What follows belongs to an exercise in optimizing a design on an open flow for small area and a short achievable clock period; a production flow would make more cautious choices.
The RTL was checked by simulation tests, not by an equivalence proof against the original design.
The clock port is modelled as an ideal driver, which makes a skipped or thinned clock tree look cheaper than it is; a real chip needs a root buffer or a tree.
Power is estimated from default activity; no workload was simulated.

==> flow/design.v <==
module deserializer(
    input serial_data,
    input clk,rst,
    input deser_en,
    output reg[9:0] parallel_data,
    output reg data_valid,
    output wire issue        
);
reg [3:0] counter;
wire full = (counter == 4'd10);
assign issue = deser_en & full;
always @(posedge clk,negedge rst) begin
    if (!rst) begin
        counter<=4'b0;
        data_valid<=1'b0;
    end
    else begin
        data_valid <= issue;
        if (deser_en)
            counter <= full ? 4'd0 : counter + 1'b1;
    end
end
always @(posedge clk) begin
    if (deser_en & !full)
        parallel_data<={serial_data,parallel_data[9:1]};
end
endmodule
module SERIALIZER(
    input rst,clk,
    input [7:0] data,
    output reg ser_out,
    input data_valid,ss_n
);
reg [7:0] registers;
reg [3:0] counter;
always @(posedge clk,negedge rst)
begin
  if(!rst)
  begin
    counter<=4'b0000;
    registers<=8'b00;
    ser_out<=1'b0;
  end
  else if(data_valid)
  begin
    registers<=data;
    ser_out<=1'b0;
    counter<=4'b0000;
  end
  else if(!ss_n)
  begin
    if (counter!=4'd8) begin
      {registers,ser_out}<={1'b0,registers};
      counter<=counter+1'b1;
    end
    else begin
      counter<=4'd0;
    end
  end
  else
    counter<=4'b0000;
end
endmodule
module Single_Port_Asyn_RAM #(parameter MEM_DEPTH =256,parameter ADDR_SIZE=8)( 
    input [9:0]din,
    input clk,rst,rx_valid,
    input rx_issue,
    output [7:0] dout,
    output reg tx_valid
);
localparam NG = 24;
wire hi = din[7] & din[6];
wire k3 = din[5] & din[4];
wire [4:0] c_grp  = !hi ? din[7:3] : (!k3 ? {1'b0, din[3:0]} : {2'b10, din[2:0]});
wire [3:0] c_slot = !hi ? {1'b0, din[2:0]} : (!k3 ? {2'b10, din[5:4]} : {3'b100, din[3]});
wire cmd_wa = rx_valid & (din[9:8] == 2'b00);
wire cmd_wr = rx_valid & (din[9:8] == 2'b01);
wire iss_ra = rx_issue & (din[9:8] == 2'b10);
reg [8:0] read_address;
reg wa_set;    
always @(posedge clk,negedge rst) begin
    if (!rst) begin
        tx_valid<=1'b0;
        read_address<=9'b0;
        wa_set<=1'b0;
    end
    else begin
        tx_valid <= rx_valid & (din[9:8] == 2'b11);
        if (iss_ra)
            read_address <= {c_grp, c_slot};
        if (cmd_wa)
            wa_set <= 1'b1;
    end
end
reg [8:0] write_address;
reg [7:0] wd_p;
reg pend;
wire wa_zero = cmd_wr & !wa_set;
wire pend_n = cmd_wa ? 1'b0 : cmd_wr ? 1'b1 : pend;
always @(posedge clk) begin
    if (cmd_wa | wa_zero)
        write_address <= cmd_wa ? {c_grp, c_slot} : 9'b0;
    pend <= pend_n;
    if (cmd_wr)
        wd_p <= din[7:0];
end
reg [3:0] p11, p10;
wire [3:0] p11_n = (p11 == 4'd10) ? 4'd0 : p11 + 1'b1;
wire [3:0] p10_n = (p10 == 4'd9)  ? 4'd0 : p10 + 1'b1;
always @(posedge clk) begin
    p11 <= p11_n;
    p10 <= p10_n;
end
wire [3:0] w_slot_n = wa_zero ? 4'd0 : write_address[3:0];
wire [1:0] w_hi_n = wa_zero ? 2'd0 : write_address[8:7];
reg [2:0] wsel;
reg r_hit, fwd;
always @(posedge clk) begin
    wsel[0] <= pend_n & (w_hi_n == 2'd0) & (w_slot_n == p11_n);
    wsel[1] <= pend_n & (w_hi_n == 2'd1) & (w_slot_n == p11_n);
    wsel[2] <= pend_n & (w_hi_n == 2'd2) & (w_slot_n == p10_n);
    r_hit <= read_address[3:0] == (read_address[8] ? p10_n : p11_n);
    fwd <= pend_n & (wa_zero ? (read_address == 9'd0) : (write_address == read_address));
end
wire [2:0] w_lo = write_address[6:4];
wire [8*NG-1:0] tails;
genvar g;
generate
for (g = 0; g < NG; g = g + 1) begin : grp
    localparam L = (g < 16) ? 11 : 10;
    reg [8*L-1:0] ring;
    wire we = wsel[g / 8] && (w_lo == g % 8);
    assign tails[8*g +: 8] = ring[8*L-1 -: 8];
    always @(posedge clk)
        ring <= {ring[8*L-9:0], we ? wd_p : ring[8*L-1 -: 8]};
end
endgenerate
wire [4:0] r_grp = read_address[8:4];
reg [7:0] rbuf;
always @(posedge clk) begin
    if (r_hit)
        rbuf <= fwd ? wd_p : tails[8*r_grp +: 8];
end
assign dout = rbuf;
endmodule
module SPI_Slave(
    input MOSI,
    input clk,rst,ss_n,
    input tx_valid,
    output wire MISO,
    input [7:0]tx_data,
    output wire [9:0]rx_data,
    output wire rx_valid,
    output wire rx_issue
);
reg start_q, shift_q;
always @(posedge clk,negedge rst) begin
    if (!rst) begin
        start_q <= 1'b0;
        shift_q <= 1'b0;
    end
    else begin
        start_q <= !ss_n & !start_q & !shift_q;
        shift_q <= !ss_n & (start_q | shift_q);
    end
end
deserializer  Deserializer_SPI(
    .serial_data(MOSI),
    .clk(clk),
    .rst(rst),
    .deser_en(shift_q),
    .parallel_data(rx_data),
    .data_valid(rx_valid),
    .issue(rx_issue)
);
SERIALIZER SERIALIZER_SPI(
   .rst(rst),
   .clk(clk),
   .data(tx_data),
   .ser_out(MISO),
   .data_valid(tx_valid),
   .ss_n(ss_n)
);
endmodule
module SPI_TOP(
    input clk,
	input rst,
	input ss_n,
	input MOSI, 
	output MISO
);
	wire [9:0] SLAVE_RAM;
	wire [7:0] RAM_SLAVE;
	wire tx_valid, rx_valid, rx_issue;
	SPI_Slave SPI_SLAVE 
	(
		.MOSI(MOSI),
		.MISO(MISO),
		.ss_n(ss_n),
		.clk(clk),
		.rst(rst),
		.rx_data(SLAVE_RAM),
		.rx_valid(rx_valid),
		.rx_issue(rx_issue),
		.tx_data(RAM_SLAVE),
		.tx_valid(tx_valid)
	);
	Single_Port_Asyn_RAM RAM
	(
		.clk(clk),
		.rst(rst),
		.din(SLAVE_RAM),
		.rx_valid(rx_valid),
		.rx_issue(rx_issue),
		.dout(RAM_SLAVE),
		.tx_valid(tx_valid)
	);
endmodule
export LEC_CHECK = 0
export CAP_MARGIN = 30
export CORE_MARGIN = 2
export CORE_UTILIZATION = 50
export SETUP_SLACK_MARGIN = 3.6
export SLEW_MARGIN = 40
create_clock -name core_clock -period 6.0 [get_ports {clk}]
standard.sh (not shown) runs the stock make flow with config.mk's settings and CLKGATE_MAP_FILE= SYNTH_SCRIPT=/design/flow/synth_recipe.tcl, a recipe that flattens the netlist after the stock synthesis.
==> flow/flow/run.sh <==
#!/bin/bash
# Layout flow: the standard ORFS flow (standard.sh), with three changes:
# - the flip-flop driving MISO's output buffer is moved next to that buffer
#   before detailed placement (flow/miso.tcl), so it does not drive a long wire;
# - clock tree synthesis with larger sink clusters and no dummy loads;
# each tool's output goes to a log file of its own here.
set -euo pipefail
export PRE_DETAIL_PLACE_TCL="$PWD/flow/miso.tcl"
export CTS_ARGS="-sink_clustering_enable -repair_clock_nets -sink_clustering_size 32 -sink_clustering_max_diameter 80 -dont_use_dummy_load"
bash standard.sh synth > log_synth.txt 2>&1
bash standard.sh floorplan > log_floorplan.txt 2>&1
bash standard.sh place > log_place.txt 2>&1
bash standard.sh cts > log_cts.txt 2>&1
bash standard.sh route > log_route.txt 2>&1
bash standard.sh finish > log_finish.txt 2>&1
==> flow/flow/miso.tcl <==
# Place the flip-flop that drives the MISO port's buffer next to that buffer,
# which the flow has placed at the port; detailed placement then legalizes it.
set block [ord::get_db_block]
set bt [$block findBTerm MISO]
set onet [$bt getNet]
set buf ""
foreach it [$onet getITerms] { if {[$it isOutputSignal]} { set buf [$it getInst] } }
if {$buf ne ""} {
  set ff ""
  foreach it [$buf getITerms] {
    if {[$it isInputSignal]} {
      foreach it2 [[$it getNet] getITerms] { if {[$it2 isOutputSignal]} { set ff [$it2 getInst] } }
    }
  }
  if {$ff ne ""} {
    set loc [$buf getLocation]
    set fw [[$ff getMaster] getWidth]
    set x [expr {[lindex $loc 0] - $fw}]
    if {$x < 0} { set x [expr {[lindex $loc 0] + [[$buf getMaster] getWidth]}] }
    puts "miso.tcl: moving [$ff getName] from [$ff getLocation] to $x [lindex $loc 1] (buffer [$buf getName] at $loc)"
    $ff setLocation $x [lindex $loc 1]
    $ff setPlacementStatus PLACED
  }
}
The baseline produced a clean layout.
Change:
==> flow/run.sh (new file) <==
#!/bin/bash
# synth_recipe.tcl (not shown) runs the flow's synth.tcl, then flattens the netlist and writes it again
# the make line also repeats each setting of config.mk as NAME=value (left out here)
make -C /OpenROAD-flow-scripts/flow DESIGN_CONFIG=/design/flow/config.mk WORK_HOME=/design/flow/orfs CLKGATE_MAP_FILE= SYNTH_SCRIPT=/design/flow/synth_recipe.tcl finish
CORE_UTILIZATION = 60   (was 50)
CTS_CLUSTER_DIAMETER = 80   (was not set)
CTS_CLUSTER_SIZE = 32   (was not set)
removed: flow/flow/run.sh
removed: flow/flow/miso.tcl
removed: flow/standard.sh
Total power rose by 0.88%. Maximum frequency fell by about 3.5%. Worst setup slack is worse by 0.087 ns. Count of clock-buffer cells in the layout rose by 13. Global-route usage rose by 2.7 points. Worst hold slack is better by 0.023 ns. Die area fell by about 16%. Wire length fell by 2.3%. Sequential cell count stays the same. Register-to-register slack is better by 0.04 ns. Core utilization rose by 11 points.
Change:
CORE_UTILIZATION = 50   (was 60)
CTS_CLUSTER_SIZE = 24   (was 32)
Worst hold slack gets worse by 0.015 ns.
Final area rises slightly.
Combinational power increases by a few percent.

## run A
SPI_TOP, a different RTL version from the one above (not shown whole).
Size: roughly 3000 cells after synthesis, about 2100 flip-flops, roughly 5 I/O pins, roughly 0.048 mm^2 of cells after synthesis.
Settings: LEC_CHECK=0, CAP_MARGIN=10, CORE_MARGIN=2, CORE_UTILIZATION=65, SETUP_SLACK_MARGIN=3.8, SLEW_MARGIN=10, SYNTH_HIERARCHICAL=1, SYNTH_MINIMUM_KEEP_SIZE=0; clock period 6.0 ns.
==> flow/flow/run.sh <==
#!/bin/bash
# Layout flow: the standard ORFS flow (standard.sh), with these changes:
# - the flip-flop driving MISO's output buffer is moved next to that buffer
#   before detailed placement (flow/miso.tcl), so it does not drive a long wire;
# - clock tree synthesis with larger sink clusters and no dummy loads, after
#   which the tree's upper levels are replaced by four root buffers, each
#   driving the leaf buffers of a quarter of the die (flow/quad_ct.tcl);
# each tool's output goes to a log file of its own here.
set -euo pipefail
export PRE_DETAIL_PLACE_TCL="$PWD/flow/miso.tcl"
export POST_CTS_TCL="$PWD/flow/quad_ct.tcl"
export CTS_ARGS="-sink_clustering_enable -repair_clock_nets -sink_clustering_size 32 -sink_clustering_max_diameter 80 -dont_use_dummy_load"
bash standard.sh synth > log_synth.txt 2>&1
bash standard.sh floorplan > log_floorplan.txt 2>&1
bash standard.sh place > log_place.txt 2>&1
bash standard.sh cts > log_cts.txt 2>&1
bash standard.sh route > log_route.txt 2>&1
bash standard.sh finish > log_finish.txt 2>&1
==> flow/flow/quad_ct.tcl <==
# Rebuild the top of the clock tree: the clock port drives NQ root buffers
# (clkbuf_16), each placed at the centroid of, and driving, the leaf clock
# buffers of its part of the die. The tree synthesis's upper levels are removed.
proc quad_ct {nq} {
  set block [ord::get_db_block]
  set bt [$block findBTerm clk]
  set pnet [$bt getNet]
  # the upper-level buffers: clock buffers whose loads are all clock buffers
  set upper {}
  set leaves {}
  foreach inst [$block getInsts] {
    set m [[$inst getMaster] getName]
    if {![string match "sky130_fd_sc_hd__clkbuf_*" $m]} continue
    set out ""
    foreach it [$inst getITerms] { if {[$it isOutputSignal]} { set out $it } }
    set onet [$out getNet]
    set allbuf 1; set n 0
    foreach it [$onet getITerms] {
      if {$it eq $out} continue
      incr n
      if {![string match "sky130_fd_sc_hd__clkbuf_*" [[[$it getInst] getMaster] getName]]} { set allbuf 0 }
    }
    if {$allbuf && $n > 0} { lappend upper $inst } else { lappend leaves $inst }
  }
  # centroid of leaves
  set sx 0; set sy 0
  foreach l $leaves { set loc [$l getLocation]; set sx [expr {$sx + [lindex $loc 0]}]; set sy [expr {$sy + [lindex $loc 1]}] }
  set cx [expr {$sx / [llength $leaves]}]; set cy [expr {$sy / [llength $leaves]}]
  # partition leaves into nq parts by angle around the centroid
  set parts {}
  for {set k 0} {$k < $nq} {incr k} { lappend parts {} }
  foreach l $leaves {
    set loc [$l getLocation]
    set a [expr {atan2([lindex $loc 1] - $cy, [lindex $loc 0] - $cx)}]
    set k [expr {int(floor(($a + 3.14159265358979) / (2*3.14159265358979) * $nq)) % $nq}]
    lset parts $k [concat [lindex $parts $k] [list $l]]
  }
  # remove the upper levels
  foreach u $upper {
    foreach it [$u getITerms] {
      set n [$it getNet]
      if {[$it isOutputSignal] && $n ne "NULL"} { $it disconnect; odb::dbNet_destroy $n } elseif {$n ne "NULL"} { $it disconnect }
    }
    odb::dbInst_destroy $u
  }
  set master [[ord::get_db] findMaster sky130_fd_sc_hd__clkbuf_16]
  for {set k 0} {$k < $nq} {incr k} {
    set ls [lindex $parts $k]
    if {[llength $ls] == 0} continue
    set sx 0; set sy 0
    foreach l $ls { set loc [$l getLocation]; set sx [expr {$sx + [lindex $loc 0]}]; set sy [expr {$sy + [lindex $loc 1]}] }
    set qx [expr {$sx / [llength $ls]}]; set qy [expr {$sy / [llength $ls]}]
    set q [odb::dbInst_create $block $master "clkroot_$k"]
    $q setLocation $qx $qy
    $q setPlacementStatus PLACED
    set qnet [odb::dbNet_create $block "clkroot_net_$k"]
    $qnet setSigType CLOCK
    foreach it [$q getITerms] {
      if {[$it isInputSignal]} { $it connect $pnet }
      if {[$it isOutputSignal]} { $it connect $qnet }
    }
    foreach l $ls {
      foreach it [$l getITerms] { if {[$it isInputSignal]} { $it disconnect; $it connect $qnet } }
    }
    puts "quad_ct: root $k at $qx $qy drives [llength $ls] leaves"
  }
  puts "quad_ct: removed [llength $upper] upper buffers, [llength $leaves] leaves"
}
quad_ct 4
detailed_placement
check_placement -verbose
Other scripts of this flow, unchanged in this note and not shown: flow/flow/miso.tcl
Run A finished end to end and its layout was clean on timing, DRC and antenna.
#### Input delta (run B over run A)
diff --git a/flow/flow/run.sh b/flow/flow/run.sh
--- a/flow/flow/run.sh
+++ b/flow/flow/run.sh
@@ -4,0 +5 @@
+# - ports get a buf_4 (resized later as needed) rather than the default pick;
@@ -11,0 +13 @@
+export BUFFER_PORTS_ARGS="-buffer_cell sky130_fd_sc_hd__buf_4"
diff --git a/flow/config.mk b/flow/config.mk
--- a/flow/config.mk
+++ b/flow/config.mk
@@ -8 +8 @@
-export CAP_MARGIN = 10
+export CAP_MARGIN = 30
@@ -10 +10 @@
-export CORE_UTILIZATION = 65
+export CORE_UTILIZATION = 50
@@ -12 +12 @@
-export SLEW_MARGIN = 10
+export SLEW_MARGIN = 40
Run B against run A; placed cell count is up by a little under 10%. Delta(area growth from synthesis to final layout, run B - run A) > 0. Simple-gate share of the synthesized area of run B is on par with run A. The worst slack after detailed placement of run B exceeds that of run A by 0.22 ns. Sequential share of layout area is lower on run B. Run B: finished layout cell area is about 0.8% higher than what run A reported. Minimum period implied by the final worst setup slack in run B is 0.075 ns higher than in run A. Lower worst hold slack goes to run B over run A. sky130_fd_sc_hd__dfrtp_2 as the cell with the largest stage delay on the worst path was reported by run B, and sky130_fd_sc_hd__dfrtp_1 by run A.
Modified inputs, run C compared to run B
diff --git a/flow/flow/run.sh b/flow/flow/run.sh
--- a/flow/flow/run.sh
+++ b/flow/flow/run.sh
@@ -5 +4,0 @@
-# - ports get a buf_4 (resized later as needed) rather than the default pick;
@@ -13 +11,0 @@
-export BUFFER_PORTS_ARGS="-buffer_cell sky130_fd_sc_hd__buf_4"
diff --git a/flow/flow/quad_ct.tcl b/flow/flow/quad_ct.tcl
--- a/flow/flow/quad_ct.tcl
+++ b/flow/flow/quad_ct.tcl
@@ -1,2 +1,2 @@
-# Rebuild the top of the clock tree: the clock port drives NQ root buffers
-# (clkbuf_16), each placed at the centroid of, and driving, the leaf clock
+# Rebuild the top of the clock tree: the clock port drives NQ root buffers,
+# each placed at the centroid of, and driving, the leaf clock
@@ -68,0 +69,12 @@
+# Cell choice: buf_16 roots and buf_12 leaves are faster than clkbuf_16 at
+# these loads (and the leaves smaller).
+proc swap_ct {rootm leafm} {
+  set db [ord::get_db]; set block [ord::get_db_block]
+  set rm [$db findMaster $rootm]; set lm [$db findMaster $leafm]
+  set nr 0; set nl 0
+  foreach inst [$block getInsts] {
+    set n [$inst getName]
+    if {[string match "clkroot_*" $n]} { $inst swapMaster $rm; incr nr } elseif {[[$inst getMaster] getName] eq "sky130_fd_sc_hd__clkbuf_16"} { $inst swapMaster $lm; incr nl }
+  }
+  puts "swap_ct: $nr roots to $rootm, $nl leaves to $leafm"
+}
@@ -69,0 +82 @@
+swap_ct sky130_fd_sc_hd__buf_16 sky130_fd_sc_hd__buf_12
diff --git a/flow/config.mk b/flow/config.mk
--- a/flow/config.mk
+++ b/flow/config.mk
@@ -10 +10 @@
-export CORE_UTILIZATION = 50
+export CORE_UTILIZATION = 65
Results
Reported for run C and run B, post-synthesis area per instance turned out identical to the last digit.
Looking at post-place setup slack, run C sits below run B.
Per the comparison of run C with run B, wire length picked up an extra 430 um, sequential share of layout area moved up.
Run B -> run C: clock power decreased by a few percent
Setup changes, run C to run D
diff --git a/flow/flow/quad_ct.tcl b/flow/flow/quad_ct.tcl
--- a/flow/flow/quad_ct.tcl
+++ b/flow/flow/quad_ct.tcl
@@ -1,2 +1,2 @@
-# Rebuild the top of the clock tree: the clock port drives NQ root buffers,
-# each placed at the centroid of, and driving, the leaf clock
+# Rebuild the top of the clock tree: the clock port drives NQ root buffers
+# (clkbuf_16), each placed at the centroid of, and driving, the leaf clock
@@ -69,12 +68,0 @@
-# Cell choice: buf_16 roots and buf_12 leaves are faster than clkbuf_16 at
-# these loads (and the leaves smaller).
-proc swap_ct {rootm leafm} {
-  set db [ord::get_db]; set block [ord::get_db_block]
-  set rm [$db findMaster $rootm]; set lm [$db findMaster $leafm]
-  set nr 0; set nl 0
-  foreach inst [$block getInsts] {
-    set n [$inst getName]
-    if {[string match "clkroot_*" $n]} { $inst swapMaster $rm; incr nr } elseif {[[$inst getMaster] getName] eq "sky130_fd_sc_hd__clkbuf_16"} { $inst swapMaster $lm; incr nl }
-  }
-  puts "swap_ct: $nr roots to $rootm, $nl leaves to $leafm"
-}
@@ -82 +69,0 @@
-swap_ct sky130_fd_sc_hd__buf_16 sky130_fd_sc_hd__buf_12
diff --git a/flow/config.mk b/flow/config.mk
--- a/flow/config.mk
+++ b/flow/config.mk
@@ -10 +10 @@
-export CORE_UTILIZATION = 65
+export CORE_UTILIZATION = 50
- Compared to run C, the routing of run D uses more wire.
- Relative to run C, the mean number of vias per cell measured on run D has decreased by a few percent.
- Placed cell area in run D is 0.75% higher than in run C
- Going from run C to run D, final instance area picked up an extra about 1.5%; total power after layout now larger.

==> port drivers added, routing unchanged <==
How much do the figures lean on ideal ports? The routed layouts below were timed once more, with nothing changed but the port constraints. Step 1, drivers: a clkbuf_16 drives clk and a buf_2 each remaining input, both assumed. Step 2 adds t to the input delays and takes it off the output delays; t is the mean of the earliest and latest rising clock arrival at the registers after step 1. Input paths then give back, and output paths get back, about the clock's delay inside the block. a / b / c = ideal ports / drivers / drivers and shift; a / b = the first two.
run | t, ns | setup WS [ns] | worst hold slack (ns)
the first run of note 1 | 0.722 | 3.623 / 3.555 / 3.312 | 0.297 / 0.297 / 0.297
the second run of note 1 | 0.720 | 3.537 / 3.470 / 3.069 | 0.320 / 0.320 / 0.320
the third run of note 1 | 0.740 | 3.596 / 3.528 / 3.362 | 0.305 / 0.305 / 0.305
run A | 0.619 | 3.791 / 3.652 / 3.395 | 0.312 / 0.312 / 0.312
run B | 0.641 | 3.716 / 3.577 / 3.856 | 0.294 / 0.294 / 0.294
run C | 0.606 | 3.842 / 3.685 / 3.772 | 0.294 / 0.293 / 0.293
run D | 0.620 | 3.781 / 3.643 / 3.404 | 0.256 / 0.256 / 0.256
After both steps setup and hold are still met in every run listed. The setup slack of the second run of note 1, which loses most, moves by -0.067 ns with the drivers and by -0.468 ns with both steps.
